From an optimization exercise on the open Yosys and OpenROAD flow, aimed at small area and a short achievable clock period; shortcuts taken in it are not production practice.
The RTL was checked by simulation tests, not by an equivalence proof against the original design.
Power and IR drop assume default switching activity.

==> design/flow/design.v <==
module fifo_ram #(
    DATA_WIDTH              =        8,
    RAM_DEPTH               =        16
)(
    input                                                   clk,
    input                                                   r_en,
    input                   [RAM_DEPTH-1:0]                 r_sel,
    output      reg         [DATA_WIDTH - 1 : 0]            r_data,
    input                                                   w_en,
    input                   [RAM_DEPTH-1:0]                 w_sel,
    input                   [DATA_WIDTH - 1 : 0]            w_data
);
    wire                    [DATA_WIDTH*RAM_DEPTH-1:0]      mem_flat;
    genvar g;
    generate
        for (g = 0; g < RAM_DEPTH; g = g + 1) begin : row
            reg [DATA_WIDTH-1:0] word;
            always @(posedge clk) begin
                if (w_en & w_sel[g])
                    word <= w_data;
            end
            assign mem_flat[g*DATA_WIDTH +: DATA_WIDTH] = word;
        end
    endgenerate
    reg                     [DATA_WIDTH - 1 : 0]            rd;
    integer i;
    always @* begin
        rd = {DATA_WIDTH{1'b0}};
        for (i = 0; i < RAM_DEPTH; i = i + 1)
            rd = rd | (mem_flat[i*DATA_WIDTH +: DATA_WIDTH] & {DATA_WIDTH{r_sel[i]}});
    end
    always @(posedge clk) begin
        if (r_en)
            r_data <= rd;
    end
endmodule
module syn_fifo #(
    DATA_WIDTH              =        8,
    FIFO_DEPTH              =        16,
    ADDR_WIDTH              =        4
) (
    input                                                   clk,
    input                                                   rst_n,
    input                                                   w_en,
    input                                                   mem_we,       
    input                   [DATA_WIDTH - 1 : 0]            w_data,
    input                                                   r_en,
    output                  [DATA_WIDTH - 1 : 0]            r_data,
    output      reg                                         is_empty,
    output      reg                                         is_full
);
    reg                     [ADDR_WIDTH : 0]                w_ptr;
    reg                     [ADDR_WIDTH : 0]                r_ptr;
    wire                    [ADDR_WIDTH : 0]                w_ptr_nxt = w_ptr + w_en;
    wire                    [ADDR_WIDTH : 0]                r_ptr_nxt = r_ptr + r_en;
    reg                     [FIFO_DEPTH-1:0]                w_oh;
    reg                     [FIFO_DEPTH-1:0]                r_oh;
    always @(posedge clk) begin
        if (!rst_n) begin
            w_ptr    <= 0;
            r_ptr    <= 0;
            w_oh     <= 1;
            r_oh     <= 1;
            is_full  <= 1'b0;
            is_empty <= 1'b1;
        end
        else begin
            w_ptr    <= w_ptr_nxt;
            r_ptr    <= r_ptr_nxt;
            if (w_en) w_oh <= {w_oh[FIFO_DEPTH-2:0], w_oh[FIFO_DEPTH-1]};
            if (r_en) r_oh <= {r_oh[FIFO_DEPTH-2:0], r_oh[FIFO_DEPTH-1]};
            is_full  <= (w_ptr_nxt[ADDR_WIDTH-1:0] == r_ptr_nxt[ADDR_WIDTH-1:0]) &  (w_ptr_nxt[ADDR_WIDTH] ^ r_ptr_nxt[ADDR_WIDTH]);
            is_empty <= (w_ptr_nxt[ADDR_WIDTH-1:0] == r_ptr_nxt[ADDR_WIDTH-1:0]) & ~(w_ptr_nxt[ADDR_WIDTH] ^ r_ptr_nxt[ADDR_WIDTH]);
        end
    end
    fifo_ram #(
        .DATA_WIDTH(DATA_WIDTH),
        .RAM_DEPTH(FIFO_DEPTH)
    ) fifo_ram_ins (
        .clk(clk),
        .r_en(r_en),
        .r_sel(r_oh),
        .r_data(r_data),
        .w_en(mem_we),
        .w_sel(w_oh),
        .w_data(w_data)
    );
endmodule
module tlp_demux #(
    DOUBLE_WORD             =        32,
    HEADER_SIZE             =        4*DOUBLE_WORD,
    TLP_DATA_WIDTH          =        8*DOUBLE_WORD
) (
    input       wire                                        clk,
    input       wire                                        rst_n,
    input       wire        [TLP_DATA_WIDTH-1:0]            in_data,
    input       wire        [HEADER_SIZE-1:0]               in_hdr,
    input       wire                                        in_sop,
    input       wire                                        in_eop,
    input       wire                                        in_valid,
    output      reg                                         in_ready,
    output      reg         [HEADER_SIZE-1:0]               r_out_hdr,
    output      reg                                         r_out_sop,
    output      reg                                         r_out_valid,
    output      wire                                        w_pre,        
    output      wire        [HEADER_SIZE-1:0]               w_out_hdr,
    output      reg                                         w_out_sop,
    output      reg                                         w_out_eop,
    output      reg                                         w_out_valid
);
    localparam RD_FMT_TYPE = 8'b001_00000;
    localparam WR_FMT_TYPE = 8'b011_00000;
    wire islegal = (in_hdr[HEADER_SIZE-1-:8] == RD_FMT_TYPE) || (in_hdr[HEADER_SIZE-1-:8] == WR_FMT_TYPE);
    wire wr_rd   = in_hdr[HEADER_SIZE-2];
    wire in_acc  = in_ready & in_valid & islegal;
    wire in_to_w = in_acc & wr_rd & ~w_out_valid;
    wire in_to_r = in_acc & ~wr_rd & ~r_out_valid;
    reg                                                     w_ep;
    reg                     [2:0]                           w_off;
    reg                     [HEADER_SIZE-1:0]               w_hdr_q;
    always @(posedge clk) begin
        if (!rst_n) begin
            in_ready    <= 1'b0;
            r_out_valid <= 1'b0;
            w_out_valid <= 1'b0;
            w_ep        <= 1'b0;
            w_off       <= 3'b0;
        end
        else begin
            in_ready    <= ~in_acc;
            r_out_valid <= in_to_r;
            w_out_valid <= in_to_w;
            if (in_to_w) begin
                w_ep  <= in_hdr[110];
                w_off <= in_hdr[4:2];
            end
        end
    end
    always @(posedge clk) begin
        w_hdr_q    <= in_hdr;
        w_out_sop  <= in_sop;
        w_out_eop  <= in_eop;
        r_out_hdr  <= in_hdr;
        r_out_sop  <= in_sop;
    end
    assign w_pre = in_to_w & ~in_hdr[110];
    assign w_out_hdr = {w_hdr_q[127:111], w_ep, w_hdr_q[109:5], w_off, w_hdr_q[1:0]};
endmodule
module wr_tlp_axi #(
    DOUBLE_WORD             =        32,
    HEADER_SIZE             =        4*DOUBLE_WORD,
    TLP_DATA_WIDTH          =        8*DOUBLE_WORD,
    AXI_DATA_WIDTH          =        TLP_DATA_WIDTH,
    AXI_ADDR_WIDTH          =        64,
    AXI_STRB_WIDTH          =        AXI_DATA_WIDTH/8,
    AXI_ID_WIDTH            =        8
) (
    input                                                   clk,
    input                                                   rst_n,
    input       wire        [HEADER_SIZE-1:0]               tlp_hdr,
    input       wire        [TLP_DATA_WIDTH-1:0]            in_data,      
    input       wire                                        w_pre,        
    input       wire        [2:0]                           w_pre_off,    
    input       wire                                        tlp_sop,
    input       wire                                        tlp_eop,
    input       wire                                        tlp_valid,
    output      reg                                         tlp_ready,
    output      wire        [AXI_ID_WIDTH-1:0]              axi_awid,
    output      reg         [AXI_ADDR_WIDTH-1:0]            axi_awaddr,
    output      reg         [7:0]                           axi_awlen,
    output      wire        [2:0]                           axi_awsize,
    output      wire        [1:0]                           axi_awburst,
    output      wire                                        axi_awlock,
    output      wire        [3:0]                           axi_awcache,
    output      wire        [2:0]                           axi_awprot,
    output      reg                                         axi_awvalid,
    input       wire                                        axi_awready,
    output      wire        [AXI_DATA_WIDTH-1:0]            axi_wdata,
    output      reg                                         axi_wvalid,
    output      reg         [AXI_STRB_WIDTH-1:0]            axi_wstrb,
    output      reg                                         axi_wlast,
    input       wire                                        axi_wready,
    output      reg                                         axi_bready,
    output                                                  tlp_error
);
    assign axi_awid    = {AXI_ID_WIDTH{1'b0}};
    assign axi_awsize  = 3'd5;
    assign axi_awburst = 2'b01;
    assign axi_awlock  = 1'b0;
    assign axi_awcache = 4'b0011;
    assign axi_awprot  = 3'b010;
    wire                                                    hdr_ep = tlp_hdr[110];
    wire                                                    effc_tlp_valid = tlp_valid & ~hdr_ep;
    assign tlp_error = hdr_ep;
    wire                                                    is_full;
    wire                                                    is_empty;
    wire                                                    w_en;
    wire                                                    mem_we;
    reg                                                     r_en;
    wire                    [AXI_DATA_WIDTH-1:0]            data_to_fifo;
    localparam RX_BUSY       = 2'b00;
    localparam RX_WAITE      = 2'b01;
    localparam RX_STORE_LAST = 2'b10;
    reg                     [1:0]                           rx_status;
    reg                     [2:0]                           addr_offset;
    reg                     [TLP_DATA_WIDTH-1:0]            tlp_data_in;
    reg                     [HEADER_SIZE-1:0]               tlp_hdr_in;
    reg                                                     start_tx_tmp, start_tx;
    reg                                                     clr_tx;
    wire rx_busy = (rx_status == RX_BUSY);
    wire rx_last = (rx_status == RX_STORE_LAST);
    wire rx_wait = (rx_status == RX_WAITE);
    wire acc     = rx_busy & tlp_ready & effc_tlp_valid;
    assign w_en  = acc | (rx_last & ~is_full);
    wire acc_pre = w_pre & rx_busy & (tlp_ready | ~is_full);
    assign mem_we = acc_pre | (rx_last & ~is_full);
    always @(posedge clk) begin
        if (!rst_n) begin
            rx_status    <= RX_WAITE;
            start_tx_tmp <= 1'b0;
            start_tx     <= 1'b0;
            tlp_ready    <= 1'b0;
            tlp_data_in  <= {TLP_DATA_WIDTH{1'b0}};
            addr_offset  <= 3'b0;
        end
        else begin
            case (rx_status)
                RX_BUSY: begin
                    tlp_ready   <= ~acc & (tlp_ready | ~is_full);
                    addr_offset <= tlp_hdr[4:2];
                    if (acc & tlp_eop)
                        rx_status <= (addr_offset == 3'b0) ? RX_WAITE : RX_STORE_LAST;
                end
                RX_STORE_LAST: begin
                    if (!is_full)
                        rx_status <= RX_WAITE;
                end
                RX_WAITE: begin
                    tlp_ready <= 1'b0;
                    if (!start_tx)
                        rx_status <= RX_BUSY;
                end
                default:;
            endcase
            if (acc_pre)
                tlp_data_in <= in_data;
            start_tx_tmp <= ~clr_tx & (start_tx_tmp | (acc & tlp_sop));
            start_tx     <= start_tx_tmp;
        end
    end
    always @(posedge clk) begin
        if (acc & tlp_sop)
            tlp_hdr_in <= tlp_hdr;
    end
    wire [2:0]                  sh_o = rx_last ? addr_offset : w_pre_off;
    wire [TLP_DATA_WIDTH-1:0]   sh_a = rx_last ? tlp_data_in : in_data;
    wire [TLP_DATA_WIDTH-1:0]   sh_b = rx_last ? {TLP_DATA_WIDTH{1'b0}} : tlp_data_in;
    wire [15*DOUBLE_WORD-1:0]   sh_d  = {sh_a, sh_b[TLP_DATA_WIDTH-1:DOUBLE_WORD]};
    wire [2:0]                  sh_n  = ~sh_o;
    wire [11*DOUBLE_WORD-1:0]   sh_s1 = sh_n[2] ? sh_d[15*DOUBLE_WORD-1:4*DOUBLE_WORD] : sh_d[11*DOUBLE_WORD-1:0];
    wire [9*DOUBLE_WORD-1:0]    sh_s2 = sh_n[1] ? sh_s1[11*DOUBLE_WORD-1:2*DOUBLE_WORD] : sh_s1[9*DOUBLE_WORD-1:0];
    assign data_to_fifo               = sh_n[0] ? sh_s2[9*DOUBLE_WORD-1:DOUBLE_WORD] : sh_s2[8*DOUBLE_WORD-1:0];
    localparam IDLE_IDX      = 0;
    localparam TRANSFER_IDX  = 1;
    localparam WAITE_END_IDX = 2;
    localparam IDLE          = 3'b001;
    localparam TRANSFER      = 3'b010;
    localparam WAITE_END     = 3'b100;
    localparam START_TR      = 1'b0;
    localparam CONTINUE_TR   = 1'b1;
    reg                     [2:0]                           status;
    reg                                                     tr_status;
    reg                     [7:0]                           burst_cnt;
    reg                     [2:0]                           offset_lock;
    wire                    [9:0]                           hdr_lock_length = tlp_hdr_in[105:96] - 1'b1;
    wire                    [3:0]                           hdr_lock_last_be  = tlp_hdr_in[71:68];
    wire                    [3:0]                           hdr_lock_first_be = tlp_hdr_in[67:64];
    reg                     [1:0]                           first_be_offset;
    always @* begin
        casez (hdr_lock_first_be)
            4'b0000: first_be_offset = 2'b00;
            4'bzzz1: first_be_offset = 2'b00;
            4'bzz10: first_be_offset = 2'b01;
            4'bz100: first_be_offset = 2'b10;
            4'b1000: first_be_offset = 2'b11;
            default: first_be_offset = 2'b00;
        endcase
    end
    wire w_hs   = axi_wvalid & axi_wready;
    wire b_one  = (burst_cnt == 8'd1);
    wire b_zero = (burst_cnt == 8'd0);
    wire in_tr  = status[TRANSFER_IDX] & ~status[IDLE_IDX];
    wire in_idle = status[IDLE_IDX];
    wire w_act  = in_tr & ((tr_status == START_TR) | ~b_zero);
    always @* begin
        clr_tx = 1'b0;
        if (in_tr) begin
            if (tr_status == START_TR)
                clr_tx = b_one & w_hs;
            else
                clr_tx = b_zero;
        end
    end
    always @(posedge clk) begin
        if (!rst_n) begin
            status      <= WAITE_END;
            tr_status   <= START_TR;
            burst_cnt   <= 8'd0;
            offset_lock <= 3'd0;
            r_en        <= 1'b0;
            axi_awaddr  <= 64'd0;
            axi_awlen   <= 8'd0;
            axi_awvalid <= 1'b0;
            axi_wlast   <= 1'b0;
            axi_wvalid  <= 1'b0;
            axi_bready  <= 1'b0;
        end
        else begin
            axi_bready <= 1'b1;
            if (in_idle) begin
                axi_awaddr  <= {tlp_hdr_in[63:2], first_be_offset};
                offset_lock <= tlp_hdr_in[4:2];
                axi_awlen   <= {1'b0, hdr_lock_length[9:3]};
                burst_cnt   <= {1'b0, hdr_lock_length[9:3]} + 1'b1;
                if (start_tx) begin
                    axi_awvalid <= 1'b1;
                    status      <= TRANSFER;
                    tr_status   <= START_TR;
                end
            end
            else if (in_tr) begin
                if (axi_awready & axi_awvalid)
                    axi_awvalid <= 1'b0;
                if (w_act) begin
                    if (r_en)
                        r_en <= 1'b0;
                    else if (is_empty)
                        r_en <= 1'b0;
                    else if (!w_hs)
                        r_en <= 1'b1;
                end
                if (tr_status == START_TR) begin
                    if (b_one) begin
                        if (w_hs) begin
                            status     <= WAITE_END;
                            axi_wvalid <= 1'b0;
                            axi_wlast  <= 1'b0;
                        end
                        else begin
                            axi_wlast  <= 1'b1;
                            if (r_en) axi_wvalid <= 1'b1;
                        end
                    end
                    else begin
                        if (w_hs) begin
                            tr_status  <= CONTINUE_TR;
                            axi_wvalid <= 1'b0;
                            burst_cnt  <= burst_cnt - 1'b1;
                        end
                        else if (r_en)
                            axi_wvalid <= 1'b1;
                    end
                end
                else begin
                    if (b_zero)
                        status <= WAITE_END;
                    else begin
                        if (w_hs) begin
                            axi_wvalid <= 1'b0;
                            axi_wlast  <= (burst_cnt == 8'd2);
                            burst_cnt  <= burst_cnt - 1'b1;
                        end
                        else if (r_en)
                            axi_wvalid <= 1'b1;
                    end
                end
            end
            else if (status[WAITE_END_IDX]) begin
                status <= IDLE;
            end
        end
    end
    always @(posedge clk) begin
        if (w_act & r_en) begin
            if (tr_status == START_TR)
                axi_wstrb <= {{(AXI_STRB_WIDTH-4){1'b1}}, hdr_lock_first_be} << {offset_lock[0], 2'b00};  
            else
                axi_wstrb <= b_one ? ({hdr_lock_last_be, {(AXI_STRB_WIDTH-4){1'b1}}} >> {offset_lock[0], 2'b00})
                                   : {AXI_STRB_WIDTH{1'b1}};
        end
    end
    syn_fifo #(
        .DATA_WIDTH(TLP_DATA_WIDTH),
        .FIFO_DEPTH(16),
        .ADDR_WIDTH(4)
    ) data_fifo (
        .clk(clk),
        .rst_n(rst_n),
        .w_en(w_en),
        .mem_we(mem_we),
        .w_data(data_to_fifo),
        .r_en(r_en),
        .r_data(axi_wdata),
        .is_empty(is_empty),
        .is_full(is_full)
    );
endmodule
module rd_tlp_axi #(
    DOUBLE_WORD             =        32,
    HEADER_SIZE             =        4*DOUBLE_WORD,
    TLP_DATA_WIDTH          =        8*DOUBLE_WORD,
    AXI_ID_WIDTH            =        8,
    AXI_DATA_WIDTH          =        TLP_DATA_WIDTH,
    AXI_ADDR_WIDTH          =        64,
    AXI_STRB_WIDTH          =        AXI_DATA_WIDTH/8,
    TLP_STRB_WIDTH          =        TLP_DATA_WIDTH/8
) (
    input       wire                                        clk,
    input       wire                                        rst_n,
    input       wire        [HEADER_SIZE-1:0]               req_tlp_hdr,
    input       wire                                        req_tlp_sop,
    input       wire                                        req_tlp_eop,
    input       wire                                        req_tlp_valid,
    output      reg                                         req_tlp_ready,
    output      wire        [HEADER_SIZE-1:0]               cpl_tlp_hdr,
    output      reg         [TLP_STRB_WIDTH-1:0]            cpl_tlp_strb,
    output      reg         [TLP_DATA_WIDTH-1:0]            cpl_tlp_data,
    output      reg                                         cpl_tlp_sop,
    output      reg                                         cpl_tlp_eop,
    output      reg                                         cpl_tlp_valid,
    input       wire                                        cpl_tlp_ready,
    output      wire        [AXI_ID_WIDTH-1:0]              axi_arid,
    output      reg         [AXI_ADDR_WIDTH-1:0]            axi_araddr,
    output      wire        [2:0]                           axi_arsize,
    output      reg         [7:0]                           axi_arlen,
    output      wire        [1:0]                           axi_arburst,
    output      wire        [2:0]                           axi_arprot,
    output      wire                                        axi_arlock,
    output      wire        [3:0]                           axi_arcache,
    output      reg                                         axi_arvalid,
    input       wire                                        axi_arready,
    input       wire        [AXI_DATA_WIDTH-1:0]            axi_rdata,
    input       wire        [AXI_STRB_WIDTH-1:0]            axi_rstrb,
    input       wire                                        axi_rlast,
    input       wire                                        axi_rvalid,
    output      reg                                         axi_rready,
    input       wire        [15:0]                          completer_id,
    output                                                  tlp_error
);
    reg                                                     req_tlp_ready_nxt;
    reg                     [HEADER_SIZE-1:0]               req_tlp_hdr_in,req_tlp_hdr_in_nxt;
    reg                     [HEADER_SIZE-1:0]               cpl_tlp_hdr_nxt;
    reg                     [TLP_DATA_WIDTH-1:0]            cpl_tlp_data_nxt;
    reg                     [TLP_STRB_WIDTH-1:0]            cpl_tlp_strb_nxt;
    reg                                                     cpl_tlp_sop_nxt;
    reg                                                     cpl_tlp_eop_nxt;
    reg                                                     cpl_tlp_valid_nxt;
    reg                     [AXI_ID_WIDTH-1:0]              axi_arid_nxt;
    reg                     [AXI_ADDR_WIDTH-1:0]            axi_araddr_nxt;
    reg                     [2:0]                           axi_arsize_nxt;
    reg                     [7:0]                           axi_arlen_nxt;
    reg                     [1:0]                           axi_arburst_nxt;
    reg                     [2:0]                           axi_arprot_nxt;
    reg                     [3:0]                           axi_arcache_nxt;
    reg                                                     axi_arlock_nxt;
    reg                                                     axi_arvalid_nxt;
    reg                                                     axi_rready_nxt;
    assign tlp_error = 1'b0;
    reg                                                     req_busy,req_busy_nxt;
    reg                                                     start_ar,start_ar_nxt;     
    reg                                                     busy_r,busy_r_nxt;     
    reg                                                     cpl_first,cpl_first_nxt;
    localparam RCB              = 128;  
    localparam AXI_DW_WIDTH     = AXI_DATA_WIDTH/DOUBLE_WORD;  
    localparam AXI_DW_WIDTH_LOG = $clog2(AXI_DW_WIDTH);
    wire                    [2:0]                           req_fmt;
    wire                    [4:0]                           req_type;
    wire                    [2:0]                           req_tc;
    wire                    [2:0]                           req_attr;
    wire                                                    req_ln;
    wire                                                    req_th;
    wire                                                    req_td;
    wire                                                    req_ep;
    wire                    [1:0]                           req_at;
    wire                    [10:0]                          req_length;
    wire                    [15:0]                          req_req_id;
    wire                    [9:0]                           req_tag;
    wire                    [3:0]                           req_first_be;
    wire                    [3:0]                           req_last_be;
    wire                    [63:0]                          req_addr;
    wire                    [1:0]                           req_ph;
    assign req_fmt      = req_tlp_hdr_in[127:125];
    assign req_type     = req_tlp_hdr_in[124:120];
    assign req_tc       = req_tlp_hdr_in[118:116];
    assign req_attr     = {req_tlp_hdr_in[114],req_tlp_hdr_in[109:108]};
    assign req_ln       = req_tlp_hdr_in[113];
    assign req_th       = req_tlp_hdr_in[112];
    assign req_td       = req_tlp_hdr_in[111];
    assign req_ep       = req_tlp_hdr_in[110];
    assign req_at       = req_tlp_hdr_in[107:106];
    assign req_length   = {req_tlp_hdr_in[105:96] == 10'b0, req_tlp_hdr_in[105:96]} - 1'b1;  
    assign req_req_id   = req_tlp_hdr_in[95:80];
    assign req_tag      = {req_tlp_hdr_in[119], req_tlp_hdr_in[115], req_tlp_hdr_in[79:72]};
    assign req_last_be  = req_tlp_hdr_in[71:68];
    assign req_first_be = req_tlp_hdr_in[67:64];
    assign req_addr     = {req_tlp_hdr_in[63:2], 2'b0};
    assign req_ph       = req_fmt[0] ? req_tlp_hdr_in[1:0] : req_tlp_hdr_in[33:32];
    reg                     [2:0]                           single_dword_len;
    reg                     [1:0]                           last_be_offset;
    reg                     [1:0]                           first_be_offset;
    localparam AXI_REQ_BURST_LEN = 1024*DOUBLE_WORD/AXI_DATA_WIDTH;
    localparam BURST_CNT_LOG     = $clog2(AXI_REQ_BURST_LEN)+1;
    localparam AXI_SIZE          = $clog2(AXI_DATA_WIDTH/8);
    localparam RCB_CNT_DEFAULT   = RCB/(AXI_DATA_WIDTH>>3);
    localparam CPL_CNT_LOG       = $clog2(RCB_CNT_DEFAULT);
    reg                     [BURST_CNT_LOG-1:0]             globle_tr_cnt,globle_tr_cnt_nxt;     
    reg                     [8:0]                           burst_cnt,burst_cnt_nxt;     
    reg                                                     axi_first,axi_first_nxt;
    reg                     [CPL_CNT_LOG:0]                 rcb_cnt,rcb_cnt_nxt;
    reg                     [AXI_DATA_WIDTH-1:0]            axi_rdata_in,axi_rdata_in_nxt;
    reg                     [AXI_STRB_WIDTH-1:0]            axi_rstrb_in,axi_rstrb_in_nxt;
    reg                                                     axi_rvalid_in,axi_rvalid_in_nxt;
    reg                     [2:0]                           cpl_fmt;
    reg                     [4:0]                           cpl_type;
    reg                     [2:0]                           cpl_tc;
    reg                     [9:0]                           cpl_tag;
    reg                     [2:0]                           cpl_attr;
    reg                                                     cpl_ln;
    reg                                                     cpl_th;
    reg                                                     cpl_ep;
    reg                                                     cpl_td;
    reg                     [1:0]                           cpl_at;
    reg                     [9:0]                           cpl_length;
    reg                     [15:0]                          cpl_com_id;
    reg                     [2:0]                           cpl_com_status;
    reg                                                     cpl_bcm;
    reg                     [11:0]                          cpl_byte_cnt,cpl_byte_cnt_nxt;
    reg                     [15:0]                          cpl_req_id;
    reg                     [6:0]                           cpl_lower_addr,cpl_lower_addr_q;
    reg                     [9:0]                           cpl_length_q;
    wire                    [AXI_DATA_WIDTH+30:0]           sh_e  = {axi_rdata, axi_rdata_in[AXI_DATA_WIDTH-1:AXI_DATA_WIDTH-31]};
    wire                    [AXI_DATA_WIDTH+14:0]           sh_s1 = axi_araddr[4] ? sh_e[AXI_DATA_WIDTH+30:16] : sh_e[AXI_DATA_WIDTH+14:0];
    wire                    [AXI_DATA_WIDTH+6:0]            sh_s2 = axi_araddr[3] ? sh_s1[AXI_DATA_WIDTH+14:8] : sh_s1[AXI_DATA_WIDTH+6:0];
    wire                    [AXI_DATA_WIDTH+2:0]            sh_s3 = axi_araddr[2] ? sh_s2[AXI_DATA_WIDTH+6:4] : sh_s2[AXI_DATA_WIDTH+2:0];
    wire                    [AXI_DATA_WIDTH:0]              sh_s4 = axi_araddr[1] ? sh_s3[AXI_DATA_WIDTH+2:2] : sh_s3[AXI_DATA_WIDTH:0];
    wire                    [AXI_DATA_WIDTH-1:0]            axi_shift_hi = axi_araddr[0] ? sh_s4[AXI_DATA_WIDTH:1] : sh_s4[AXI_DATA_WIDTH-1:0];
    always @* begin
        cpl_first_nxt      = cpl_first;
        req_tlp_ready_nxt  = req_tlp_ready;
        req_busy_nxt       = req_busy;
        start_ar_nxt       = start_ar;
        req_tlp_hdr_in_nxt = req_tlp_hdr_in;
        if (!req_busy) begin
            req_tlp_ready_nxt = 1'b1;
        end
        if (req_tlp_valid & req_tlp_ready & req_tlp_sop) begin
            req_tlp_ready_nxt  = 1'b0;
            req_busy_nxt       = 1'b1;
            start_ar_nxt       = 1'b1;
            req_tlp_hdr_in_nxt = req_tlp_hdr;
        end
        casez (req_first_be)
            4'b1zz1: single_dword_len = 3'h4;
            4'b01z1: single_dword_len = 3'h3;
            4'b1z10: single_dword_len = 3'h3;
            4'b0011: single_dword_len = 3'h2;
            4'b0110: single_dword_len = 3'h2;
            4'b1100: single_dword_len = 3'h2;
            4'b0001: single_dword_len = 3'h1;
            4'b0010: single_dword_len = 3'h1;
            4'b0100: single_dword_len = 3'h1;
            4'b1000: single_dword_len = 3'h1;
            4'b0000: single_dword_len = 3'h1;
            default: single_dword_len = 3'h1;
        endcase
        casez (req_last_be)
            4'b0000: last_be_offset = 2'b00;
            4'b0001: last_be_offset = 2'b11;
            4'b001z: last_be_offset = 2'b10;
            4'b01zz: last_be_offset = 2'b01;
            4'b1zzz: last_be_offset = 2'b00;
            default: last_be_offset = 2'b00;
        endcase
        casez (req_first_be)
            4'b0000: first_be_offset = 2'b00;
            4'bzzz1: first_be_offset = 2'b00;
            4'bzz10: first_be_offset = 2'b01;
            4'bz100: first_be_offset = 2'b10;
            4'b1000: first_be_offset = 2'b11;
            default: first_be_offset = 2'b00;
        endcase
        axi_araddr_nxt  = axi_araddr;
        axi_arlen_nxt   = axi_arlen;
        axi_arvalid_nxt = axi_arvalid;
        globle_tr_cnt_nxt = globle_tr_cnt;
        busy_r_nxt        = busy_r;
        axi_first_nxt     = axi_first;
        rcb_cnt_nxt       = rcb_cnt;
        if (req_busy & start_ar) begin
            start_ar_nxt = 1'b0;
            globle_tr_cnt_nxt = (req_length >> AXI_DW_WIDTH_LOG) + 1'b1;
            axi_arvalid_nxt = 1'b1;
            axi_araddr_nxt  = {req_addr[63:2], first_be_offset};  
            axi_arlen_nxt   = (req_length >> AXI_DW_WIDTH_LOG);
            axi_first_nxt = 1'b1;
            cpl_first_nxt = 1'b1;
            rcb_cnt_nxt   = ~(req_addr[7:AXI_SIZE+1])+1'b1;  
        end
        if (busy_r & axi_rlast) begin
            if ((req_busy & start_ar) | (|globle_tr_cnt)) begin
                axi_arlen_nxt = globle_tr_cnt - 1'b1;
                axi_araddr_nxt  = axi_araddr[63:AXI_SIZE] + 256*AXI_DATA_WIDTH/8;
                axi_arvalid_nxt = 1'b1;
            end
            else begin  
                busy_r_nxt = 1'b0;
            end
        end
        if (axi_arvalid & axi_arready) begin
            axi_arvalid_nxt = 1'b0;
            busy_r_nxt      = 1'b1;
        end
        axi_rdata_in_nxt  = axi_rdata_in;
        axi_rstrb_in_nxt  = axi_rstrb_in;
        axi_rready_nxt    = busy_r_nxt & ((cpl_tlp_ready & cpl_tlp_valid) | ~cpl_tlp_valid);
        if (axi_rvalid & axi_rready) begin
            axi_first_nxt     = 1'b0;
            axi_rready_nxt    = 1'b0;
            axi_rdata_in_nxt  = axi_rdata;
            axi_rstrb_in_nxt  = axi_rstrb;
            globle_tr_cnt_nxt = globle_tr_cnt - 1'b1;
        end
        cpl_fmt          = (|req_length) ? 3'b010 : 3'b000;  
        cpl_type         = 5'b01010;
        cpl_tc           = 3'b0;
        cpl_ln           = 1'b0;
        cpl_th           = 1'b0;
        cpl_ep           = 1'b0;
        cpl_td           = 1'b0;
        cpl_at           = 2'b0;
        cpl_tag          = req_tag;
        cpl_req_id       = req_req_id;
        cpl_com_id       = completer_id;
        cpl_com_status   = 3'b0;
        cpl_attr         = req_attr;
        cpl_byte_cnt_nxt = cpl_byte_cnt;
        cpl_bcm          = 1'b0;
        cpl_lower_addr   = cpl_lower_addr_q;
        cpl_length       = cpl_length_q;
        cpl_tlp_hdr_nxt[127:125] = cpl_fmt;
        cpl_tlp_hdr_nxt[124:120] = cpl_type;
        cpl_tlp_hdr_nxt[119]     = cpl_tag[9];
        cpl_tlp_hdr_nxt[118:116] = cpl_tc;
        cpl_tlp_hdr_nxt[115]     = cpl_tag[8];
        cpl_tlp_hdr_nxt[114]     = cpl_attr[2];
        cpl_tlp_hdr_nxt[113]     = cpl_ln;
        cpl_tlp_hdr_nxt[112]     = cpl_th;
        cpl_tlp_hdr_nxt[111]     = cpl_td;
        cpl_tlp_hdr_nxt[110]     = cpl_ep;
        cpl_tlp_hdr_nxt[109:108] = cpl_attr[1:0];
        cpl_tlp_hdr_nxt[107:106] = cpl_at;
        cpl_tlp_hdr_nxt[105:96]  = cpl_length;  
        cpl_tlp_hdr_nxt[95:80]   = cpl_com_id;
        cpl_tlp_hdr_nxt[79:77]   = cpl_com_status;
        cpl_tlp_hdr_nxt[76]      = cpl_bcm;
        cpl_tlp_hdr_nxt[75:64]   = cpl_byte_cnt_nxt;  
        cpl_tlp_hdr_nxt[63:48]   = cpl_req_id;
        cpl_tlp_hdr_nxt[47:40]   = cpl_tag;
        cpl_tlp_hdr_nxt[39]      = 1'b0;
        cpl_tlp_hdr_nxt[38:32]   = cpl_lower_addr;  
        cpl_tlp_hdr_nxt[31:0]    = 32'b0;
        cpl_tlp_data_nxt  = cpl_tlp_data;
        cpl_tlp_strb_nxt  = cpl_tlp_strb;
        cpl_tlp_valid_nxt = cpl_tlp_valid;
        cpl_tlp_sop_nxt   = cpl_tlp_sop;
        cpl_tlp_eop_nxt   = cpl_tlp_eop;
        if (req_busy) begin
            if (cpl_tlp_eop) begin
                cpl_first_nxt = 1'b0;
                rcb_cnt_nxt   = RCB_CNT_DEFAULT;
            end
            if (cpl_tlp_valid & cpl_tlp_ready) begin
                cpl_tlp_valid_nxt = 1'b0;
                cpl_tlp_sop_nxt   = 1'b0;
                cpl_tlp_eop_nxt   = 1'b0;
                rcb_cnt_nxt       = cpl_first ? (rcb_cnt - 1'b1) : rcb_cnt;
            end
            if (axi_rready & axi_rvalid) begin
                if (axi_first) begin
                    cpl_byte_cnt_nxt = ((req_length-1'b1)<<4)+single_dword_len;  
                end
                else begin
                    cpl_tlp_valid_nxt = 1'b1;
                    if (cpl_first) begin
                        cpl_tlp_data_nxt = axi_shift_hi;
                        if (rcb_cnt == (~(req_addr[6:AXI_SIZE])+1'b1)) begin
                            cpl_tlp_sop_nxt = 1'b1;
                        end
                    end
                    else begin
                        cpl_tlp_data_nxt = axi_rdata_in;
                        if (rcb_cnt == RCB_CNT_DEFAULT) begin
                            cpl_tlp_sop_nxt = 1'b1;
                        end
                    end
                end
            end
            if (cpl_tlp_sop_nxt) begin
                if (cpl_first) begin
                    cpl_lower_addr   = axi_araddr[6:0];
                    cpl_length       = ~req_addr[6:2]+1'b1;
                    cpl_byte_cnt_nxt = cpl_byte_cnt - (~axi_araddr[6:0]+1'b1);
                end
                else begin
                    cpl_lower_addr   = 0;
                    cpl_length       = (cpl_byte_cnt > RCB) ? (RCB>>2) : (cpl_byte_cnt>>2);
                    cpl_byte_cnt_nxt = cpl_byte_cnt - RCB;
                end
            end
            if (rcb_cnt == 1'b1) begin
                if (axi_rvalid & axi_rready & ~axi_first) begin
                    cpl_tlp_eop_nxt = 1'b1;
                end
            end
            if (globle_tr_cnt == 0) begin
                if (~cpl_tlp_valid & ~cpl_tlp_ready) begin
                    cpl_tlp_eop_nxt   = 1'b1;
                    cpl_tlp_strb_nxt  = axi_rstrb_in;
                    cpl_tlp_data_nxt  = axi_rdata_in;
                    cpl_tlp_valid_nxt = 1'b1;
                end
            end
            if (cpl_first & cpl_tlp_eop_nxt) begin  
                cpl_tlp_strb_nxt = {TLP_STRB_WIDTH{1'b1}}>>(~axi_araddr[AXI_SIZE-1:0]+1'b1);
            end
            else begin
                cpl_tlp_strb_nxt = cpl_tlp_valid_nxt ? axi_rstrb_in : cpl_tlp_strb;
            end
            req_busy_nxt = ~(~(|globle_tr_cnt)&cpl_tlp_valid&cpl_tlp_ready&cpl_tlp_eop);
        end
    end
    always @(posedge clk) begin
        if (!rst_n) begin
            req_tlp_ready  <= 0;
            req_busy       <= 0;
            start_ar       <= 1'b0;
        end
        else begin
            req_tlp_ready  <= req_tlp_ready_nxt;
            req_busy       <= req_busy_nxt;
            start_ar       <= start_ar_nxt;
        end
    end
    always @(posedge clk) begin
        req_tlp_hdr_in <= req_tlp_hdr_in_nxt;
    end
    assign axi_arid    = {AXI_ID_WIDTH{1'b0}};
    assign axi_arsize  = 3'h5;
    assign axi_arburst = 2'b1;
    assign axi_arprot  = 3'b010;
    assign axi_arlock  = 1'b0;
    assign axi_arcache = 4'b0011;
    always @(posedge clk) begin
        if (!rst_n) begin
            axi_araddr    <= 0;
            axi_arlen     <= 0;
            axi_arvalid   <= 0;
            globle_tr_cnt <= 0;
            busy_r        <= 0;
            axi_first     <= 0;
            rcb_cnt       <= 0;
        end
        else begin
            axi_araddr    <= axi_araddr_nxt;
            axi_arlen     <= axi_arlen_nxt;
            axi_arvalid   <= axi_arvalid_nxt;
            globle_tr_cnt <= globle_tr_cnt_nxt;
            busy_r        <= busy_r_nxt;
            axi_first     <= axi_first_nxt;
            rcb_cnt       <= rcb_cnt_nxt;
        end
    end
    always @(posedge clk) begin
        if (!rst_n) begin
            axi_rdata_in  <= 0;
            axi_rstrb_in  <= 0;
            axi_rready    <= 0;
        end
        else begin
            axi_rdata_in  <= axi_rdata_in_nxt;
            axi_rstrb_in  <= axi_rstrb_in_nxt;
            axi_rready    <= axi_rready_nxt;
        end
    end
    reg                     [HEADER_SIZE-1:0]               cpl_hdr_q;
    always @(posedge clk) begin
        cpl_hdr_q    <= cpl_tlp_hdr_nxt;
        cpl_tlp_data <= cpl_tlp_data_nxt;
        cpl_tlp_strb <= cpl_tlp_strb_nxt;
    end
    assign cpl_tlp_hdr = {1'b0, cpl_hdr_q[126], 1'b0, 5'b01010, cpl_hdr_q[119], 3'b0, cpl_hdr_q[115:114], 4'b0,
                          cpl_hdr_q[109:108], 2'b0, cpl_hdr_q[105:96], cpl_hdr_q[95:80], 4'b0, cpl_hdr_q[75:64],
                          cpl_hdr_q[63:40], 1'b0, cpl_hdr_q[38:32], 32'b0};
    always @(posedge clk) begin
        if (!rst_n) begin
            cpl_tlp_sop   <= 0;
            cpl_tlp_eop   <= 0;
            cpl_tlp_valid <= 0;
            cpl_first     <= 0;
            cpl_byte_cnt  <= 0;
            cpl_lower_addr_q <= 0;
            cpl_length_q  <= 0;
        end
        else begin
            cpl_tlp_valid <= cpl_tlp_valid_nxt;
            cpl_tlp_sop   <= cpl_tlp_sop_nxt;
            cpl_tlp_eop   <= cpl_tlp_eop_nxt;
            cpl_first     <= cpl_first_nxt;
            cpl_byte_cnt  <= cpl_byte_cnt_nxt;
            cpl_lower_addr_q <= cpl_lower_addr;
            cpl_length_q  <= cpl_length;
        end
    end
endmodule
module pcie_axi_m #(
    PORTS                   =        2,
    DOUBLE_WORD             =        32,
    HEADER_SIZE             =        4*DOUBLE_WORD,
    TLP_DATA_WIDTH          =        8*DOUBLE_WORD,
    TLP_STRB_WIDTH          =        TLP_DATA_WIDTH/8,
    AXI_DATA_WIDTH          =        TLP_DATA_WIDTH,
    AXI_ADDR_WIDTH          =        64,
    AXI_STRB_WIDTH          =        AXI_DATA_WIDTH/8,
    AXI_ID_WIDTH            =        8,
    AXI_MAX_BURST_LEN       =        256
) (
    input                                                   clk,
    input                                                   rst_n,
    input                   [TLP_DATA_WIDTH-1:0]            req_tlp_data,
    input                   [HEADER_SIZE-1:0]               req_tlp_hdr,
    input                   [TLP_STRB_WIDTH-1:0]            req_tlp_strb,
    input                                                   req_tlp_sop,
    input                                                   req_tlp_eop,
    input                                                   req_tlp_valid,
    output                                                  req_tlp_ready,
    output                  [TLP_DATA_WIDTH-1:0]            cpl_tlp_data,
    output                  [HEADER_SIZE-1:0]               cpl_tlp_hdr,
    output                  [TLP_STRB_WIDTH-1:0]            cpl_tlp_strb,
    output                                                  cpl_tlp_sop,
    output                                                  cpl_tlp_eop,
    output                                                  cpl_tlp_valid,
    input                                                   cpl_tlp_ready,
    output                  [AXI_ID_WIDTH-1:0]              axi_awid,
    output                  [AXI_ADDR_WIDTH-1:0]            axi_awaddr,
    output                  [7:0]                           axi_awlen,
    output                  [2:0]                           axi_awsize,
    output                  [1:0]                           axi_awburst,
    output                  [2:0]                           axi_awprot,
    output                  [3:0]                           axi_awcache,
    output                                                  axi_awlock,
    output                                                  axi_awvalid,
    input                                                   axi_awready,
    output                  [AXI_DATA_WIDTH-1:0]            axi_wdata,
    output                  [AXI_STRB_WIDTH-1:0]            axi_wstrb,
    output                                                  axi_wlast,
    output                                                  axi_wvalid,
    input                                                   axi_wready,
    input                   [AXI_ID_WIDTH-1:0]              axi_bid,
    input                   [1:0]                           axi_bresp,
    input                                                   axi_bvalid,
    output                                                  axi_bready,
    output                  [AXI_ID_WIDTH-1:0]              axi_arid,
    output                  [AXI_ADDR_WIDTH-1:0]            axi_araddr,
    output                  [7:0]                           axi_arlen,
    output                  [2:0]                           axi_arsize,
    output                  [1:0]                           axi_arburst,
    output                  [3:0]                           axi_arcache,
    output                                                  axi_arlock,
    output                  [2:0]                           axi_arprot,
    output                                                  axi_arvalid,
    input                                                   axi_arready,
    input                   [AXI_DATA_WIDTH-1:0]            axi_rdata,
    input                   [AXI_STRB_WIDTH-1:0]            axi_rstrb,
    input                                                   axi_rlast,
    input                                                   axi_rvalid,
    output                                                  axi_rready,
    input                                                   demux_en,
    input                 [15:0]                            completer_id,
    output                                                  tlp_error
);
    wire                    [HEADER_SIZE-1:0]               w_out_hdr;
    wire                                                    w_pre;
    wire                                                    w_out_sop;
    wire                                                    w_out_eop;
    wire                                                    w_out_valid;
    wire                                                    w_out_ready;
    wire                    [HEADER_SIZE-1:0]               r_out_hdr;
    wire                                                    r_out_sop;
    wire                                                    r_out_valid;
    wire                                                    r_out_ready;
    wire                                                    w_tlp_error;
    wire                                                    r_tlp_error;
    assign tlp_error = w_tlp_error | r_tlp_error;
    tlp_demux #(
        .DOUBLE_WORD(DOUBLE_WORD),
        .HEADER_SIZE(HEADER_SIZE),
        .TLP_DATA_WIDTH(TLP_DATA_WIDTH)
    ) tlp_demux_ins (
        .clk(clk),
        .rst_n(rst_n),
        .in_data(req_tlp_data),
        .in_hdr(req_tlp_hdr),
        .in_sop(req_tlp_sop),
        .in_eop(req_tlp_eop),
        .in_valid(req_tlp_valid),
        .in_ready(req_tlp_ready),
        .r_out_hdr(r_out_hdr),
        .r_out_sop(r_out_sop),
        .r_out_valid(r_out_valid),
        .w_pre(w_pre),
        .w_out_hdr(w_out_hdr),
        .w_out_sop(w_out_sop),
        .w_out_eop(w_out_eop),
        .w_out_valid(w_out_valid)
    );
    wr_tlp_axi #(
        .DOUBLE_WORD(DOUBLE_WORD),
        .HEADER_SIZE(HEADER_SIZE),
        .TLP_DATA_WIDTH(TLP_DATA_WIDTH),
        .AXI_DATA_WIDTH(AXI_DATA_WIDTH),
        .AXI_ADDR_WIDTH(AXI_ADDR_WIDTH),
        .AXI_STRB_WIDTH(AXI_STRB_WIDTH),
        .AXI_ID_WIDTH(AXI_ID_WIDTH)
    ) wr_tlp_axi_ins (
        .clk(clk),
        .rst_n(rst_n),
        .tlp_hdr(w_out_hdr),
        .in_data(req_tlp_data),
        .w_pre(w_pre),
        .w_pre_off(req_tlp_hdr[4:2]),
        .tlp_sop(w_out_sop),
        .tlp_eop(w_out_eop),
        .tlp_valid(w_out_valid),
        .tlp_ready(w_out_ready),
        .axi_awid(axi_awid),
        .axi_awaddr(axi_awaddr),
        .axi_awlen(axi_awlen),
        .axi_awsize(axi_awsize),
        .axi_awburst(axi_awburst),
        .axi_awlock(axi_awlock),
        .axi_awcache(axi_awcache),
        .axi_awprot(axi_awprot),
        .axi_awvalid(axi_awvalid),
        .axi_awready(axi_awready),
        .axi_wdata(axi_wdata),
        .axi_wvalid(axi_wvalid),
        .axi_wstrb(axi_wstrb),
        .axi_wlast(axi_wlast),
        .axi_wready(axi_wready),
        .axi_bready(axi_bready),
        .tlp_error(w_tlp_error)
    );
    rd_tlp_axi #(
        .DOUBLE_WORD(DOUBLE_WORD),
        .HEADER_SIZE(HEADER_SIZE),
        .TLP_DATA_WIDTH(TLP_DATA_WIDTH),
        .AXI_ID_WIDTH(AXI_ID_WIDTH),
        .AXI_DATA_WIDTH(AXI_DATA_WIDTH),
        .AXI_ADDR_WIDTH(AXI_ADDR_WIDTH),
        .AXI_STRB_WIDTH(AXI_STRB_WIDTH),
        .TLP_STRB_WIDTH(TLP_STRB_WIDTH)
    ) rd_tlp_axi_ins (
        .clk(clk),
        .rst_n(rst_n),
        .req_tlp_hdr(r_out_hdr),
        .req_tlp_sop(r_out_sop),
        .req_tlp_eop(1'b0),
        .req_tlp_valid(r_out_valid),
        .req_tlp_ready(r_out_ready),
        .cpl_tlp_hdr(cpl_tlp_hdr),
        .cpl_tlp_strb(cpl_tlp_strb),
        .cpl_tlp_data(cpl_tlp_data),
        .cpl_tlp_sop(cpl_tlp_sop),
        .cpl_tlp_eop(cpl_tlp_eop),
        .cpl_tlp_valid(cpl_tlp_valid),
        .cpl_tlp_ready(cpl_tlp_ready),
        .axi_arid(axi_arid),
        .axi_araddr(axi_araddr),
        .axi_arsize(axi_arsize),
        .axi_arlen(axi_arlen),
        .axi_arburst(axi_arburst),
        .axi_arprot(axi_arprot),
        .axi_arlock(axi_arlock),
        .axi_arcache(axi_arcache),
        .axi_arvalid(axi_arvalid),
        .axi_arready(axi_arready),
        .axi_rdata(axi_rdata),
        .axi_rstrb(axi_rstrb),
        .axi_rlast(axi_rlast),
        .axi_rvalid(axi_rvalid),
        .axi_rready(axi_rready),
        .completer_id(completer_id),
        .tlp_error(r_tlp_error)
    );
endmodule
==> design/flow/run.sh <==
#!/bin/bash
# synth_recipe.tcl (not shown) runs the flow's synth.tcl, then flattens the netlist and writes it again
# the make line also repeats each setting of config.mk as NAME=value (left out here)
make -C /OpenROAD-flow-scripts/flow DESIGN_CONFIG=/design/flow/config.mk WORK_HOME=/design/flow/orfs CLKGATE_MAP_FILE= SYNTH_SCRIPT=/design/flow/synth_recipe.tcl finish
==> design/flow/config.mk <==
export PLATFORM = sky130hd
export DESIGN_NAME = pcie_axi_m
export DESIGN_NICKNAME = pcie_axi_m
export VERILOG_FILES = /design/flow/design.v
export SDC_FILE = /design/flow/constraint.sdc
export NUM_CORES = 4
export LEC_CHECK = 0
export CAP_MARGIN = 20
export CORE_MARGIN = 2
export CORE_UTILIZATION = 62
export PLACE_DENSITY = 0.72
export SETUP_SLACK_MARGIN = 3.0
export SLEW_MARGIN = 20
export SYNTH_MEMORY_MAX_BITS = 8192
==> design/flow/constraint.sdc <==
create_clock -name core_clock -period 7.0 [get_ports {clk}]
set_input_delay 1.4000 -clock core_clock [delete_from_list [all_inputs] [get_ports {clk}]]
set_output_delay 1.4000 -clock core_clock [all_outputs]
set_load 0.01 [all_outputs]
==> run summary <==
timing repair:
item                                   4_1_cts  5_1_grt
buffers inserted                            15       40
setup endpoints to repair                 5209     1803
pin swaps                                    7        5
cloned                                       5        3
gates resized for setup                     28       34
endpoints found under the hold margin        0        0
hold buffers                                 0        0
layout by cell type (no fill, tap or decap), drive strengths merged, types with 277 or more instances in the layout:
| master | instances |
|---|---|
| nand4 | 277 |
| dfxtp | 1000 |
| nand2 | 2157 |
| diode | 488 |
| mux2i | 692 |
| mux4 | 295 |
| nor2 | 747 |
| buf | 549 |
| a221oi | 1036 |
| clkdlybuf4s50 | 1474 |
| a22o | 1254 |
| o22ai | 288 |
| a21oi | 967 |
| edfxtp | 4841 |
| clkbuf | 760 |
critical path, delay by kind of cell:
family	cells	cell delay [ns]
AND/OR/NAND/NOR	2	0.98
AO/OA/AOI/OAI	2	0.93
buffers and inverters	2	1.48
worst paths after layout:
kind / slack [ns] / startpoint / cells past startpoint / to
worst min-delay path: 0.32 / rd_tlp_axi_ins.req_tlp_hdr_in[90] / 0 / rd_tlp_axi_ins.cpl_hdr_q[58]
worst max-delay path: 2.79 / req_tlp_hdr[2] / 6 / flop
worst max register to register: 2.94 / wr_tlp_axi_ins.rx_status[0] / 7 / flop
worst min register to register: 0.32 / rd_tlp_axi_ins.req_tlp_hdr_in[90] / 0 / rd_tlp_axi_ins.cpl_hdr_q[58]
metal layers:
layer | vias up | GRT usage (%) | share of wire, %
li1 | 68000 | - | -
met4 | 128 | 33.6 | 8.8
met1 | 83300 | 57.2 | 32
met2 | 14700 | 63.0 | 42
met3 | 2701 | 18.8 | 16
met5 | - | 0 | 0.12
power breakdown:
part | internal, mW | switching (mW) | total (mW)
sequential | 37.9 | 0.0938 | 38.0
combinational | 1.01 | 2.31 | 3.32
clock | 17.6 | 13.9 | 31.6
total | 56.5 | 16.3 | 72.8
synthesized netlist by cell type (all sizes together), types with 18 or more instances:
cell / number / area share [%]
mux4: 295 / 2.8
mux2i: 692 / 2.9
or3: 18 / 0.048
nor3: 46 / 0.10
a21oi: 967 / 2.1
buf: 344 / 0.83
and2: 36 / 0.096
xnor2: 49 / 0.18
ha: 37 / 0.20
nand3: 100 / 0.22
clkbuf: 1048 / 1.7
nand4: 277 / 0.74
a211oi: 251 / 0.80
dfxtp: 1000 / 8.5
a31oi: 139 / 0.37
inv: 80 / 0.13
o22ai: 288 / 0.77
edfxtp: 4841 / 62
a22o: 1254 / 4.7
nand3b: 34 / 0.11
a221oi: 1036 / 3.9
and3: 35 / 0.093
nor2b: 134 / 0.36
a311oi: 26 / 0.097
nand2: 2157 / 3.4
nor2: 746 / 1.2
xor2: 53 / 0.20
o21ai: 202 / 0.43
mux2: 106 / 0.51
flip-flops by register name, indices dropped and copies added, names as in the netlist, 10 cells and up:
| signal | cells |
|---|---|
| wr_tlp_axi_ins.data_fifo.fifo_ram_ins.row.word | 4096 |
| rd_tlp_axi_ins.axi_rdata_in | 256 |
| rd_tlp_axi_ins.cpl_tlp_data | 256 |
| wr_tlp_axi_ins.data_fifo.fifo_ram_ins.r_data | 256 |
| wr_tlp_axi_ins.tlp_data_in | 256 |
| tlp_demux_ins.r_out_hdr | 109 |
| rd_tlp_axi_ins.req_tlp_hdr_in | 105 |
| wr_tlp_axi_ins.tlp_hdr_in | 80 |
| rd_tlp_axi_ins.cpl_hdr_q | 75 |
| rd_tlp_axi_ins.axi_araddr | 64 |
| wr_tlp_axi_ins.axi_awaddr | 64 |
| rd_tlp_axi_ins.axi_rstrb_in | 32 |
| rd_tlp_axi_ins.cpl_tlp_strb | 32 |
| wr_tlp_axi_ins.axi_wstrb | 16 |
| wr_tlp_axi_ins.data_fifo.r_oh | 16 |
| wr_tlp_axi_ins.data_fifo.w_oh | 16 |
| rd_tlp_axi_ins.cpl_byte_cnt | 12 |
| rd_tlp_axi_ins.cpl_length_q | 10 |
through the flow:
step                      hold slack (ns)  power [mW]  worst slack (ns)  instances  cell area, sq um
after global placement              0.325        41.7              1.19      22200            256000
after floorplan                     0.323        40.0              2.12      16600            235000
after CTS                           0.314        72.5              2.87      23300            276000
after detailed placement            0.327        41.8              1.17      22200            257000
final                               0.320        72.8              2.79      23800            278000
after global routing                0.332        74.1              2.93      23700            278000
area by class of cell:
class	count	area (sq um)	share of cell area [%]
antenna	488	1220	0.439
clock buffer	758	15600	5.61
clock inverter	307	3580	1.29
inverter	83	340	0.122
multi-input combinational	9269	64600	23.2
sequential	5841	165000	59.5
tap	5016	6280	2.26
timing repair buffer	2025	21100	7.60
kinds of logic after synthesis:
kind of cell,after synthesis,synth area share (%)
simple gates,3640,6.58
flops,5841,70.4
mux,1093,6.29
compound gates,4277,13.5
fa+ha+maj,38,0.206
other cells,2,0.00320
xor+xnor,102,0.380
buf+inv,1475,2.64
==> flow_summary.ini <==
[run_status]
outcome = timing/DRC/antenna clean

[setup_path]
cp_max_fo = 38
critPathSlowestCell = clkdlybuf4s50_1
path_cells = clkdlybuf4s50_1 -> nand2_2 -> nand2_4 -> buf_4 -> a211oi_1 -> a21oi_2
required_ns = 7.70
start_kind = primary input
worstSetupPathType = in -> reg
cp-end-kind = flop
crit_arrival_ns = 4.91
slowest_delay_ns = 0.97

[detailed_routing]
viasPerCell = 7.10
wl_per_cell_um = 37.8
drt_first_pass_iters = 12
drt_wl_total_mm = 900
drt_first_iter_violations = 29000
route.detailed.drc = 0
vias = 169000
ant_nets = 0

[timing]
finalCritPeriodShare_pct = 60.1
skew_ns = 0.0918
max_freq_ghz = 0.238
finalSetupViolCount = 0
maxSlewHeadroom_pct = 6.93
final-hold-violation-count = 0
worst_slew_pin_slew_ns = 1.39
drv_slew = 0
rsz0062_at_grt = true
fin_setup_tns_ns = 0
fin_crit_ns = 4.21

[synth]
syn-cell-area_sq_um = 235000
ys_ff_latch = 5841
synth-edff-count = 4841
yosys_warnings = 5
seq_area_frac_synth_pct = 70.4
syn_inst = 16500
synthDistinctLibCells = 85
synth-main-ff-cell = edfxtp_1
synth-async-reset-ratio_pct = 0
syn_area_per_cell_sq_um = 14.3

[placed_design]
gp_congestion = 1.17
dp_hpwl_mm = 571
io_buffers = 1477

[global_route]
grt_pass1_vias = 152000
grt_util_all_layers_pct = 45.4
antenna_found_initial = 281
grt_overflow = 0
grt_pass1_wl_mm = 1210
grt_max_degree = 177

[clock_tree]
clock-sinks = 5841
clock_latency_ns = 1.13
clkSlewWorstSetupHoldPaths_ns = 0.06
cts_max_path_buffers = 4
cts_tree = built
cts.htree.levels = 6
cts-root-buf = clkbuf_16
cts_made_buffers = 580

[final_layout]
fillerInstances = 23700
postLayoutCoreUtil_pct = 73.6
fin_nets = 18600
syn_to_final_growth_pct = 18.5
final_layout_size_suffix_gt1_share_pct = 11.0

[floorplanning]
core_region_area_sq_um = 378000
initial_core_util_pct = 62.1
die_y_um = 620
fp.dieW_um = 620
die_area_sq_um = 384000
fp-row-count = 226
io_pins = 1644

[pwr]
ir_worst_vdd_v = 0.000287
pwr_density_cell_nw_per_um2 = 262
leakage_nw = 91.9

[job]
max-cap-violations = 0

[min_path]
worstHoldPathType = reg -> reg

[afterwards: timing with drivers on the ports]
How much do the figures lean on ideal ports? The routed layout below was timed once more, with nothing changed but the port constraints.
Step 1: set_driving_cell puts a clkbuf_16 on clk and a buf_2 on each other input, an assumption about the parent block.
Step 2, shift: input delay + t, output delay - t, t = (earliest + latest rising clock arrival at the registers) / 2. This alone moves slack from input paths to output paths.
Slacks: ideal / step 1 / step 2; pairs: ideal / step 1.
shift t [ns]: 1.216
setup slack, ns: 2.795 / 2.840 / 1.624
hold slack, ns: 0.320 / 0.320 / 0.320
latest minus earliest clock arrival (ns): 0.095 / 0.095
After both steps this run still meets setup and hold. For this run, drivers alone change the setup slack by +0.045 ns; drivers and shift together by -1.171 ns.
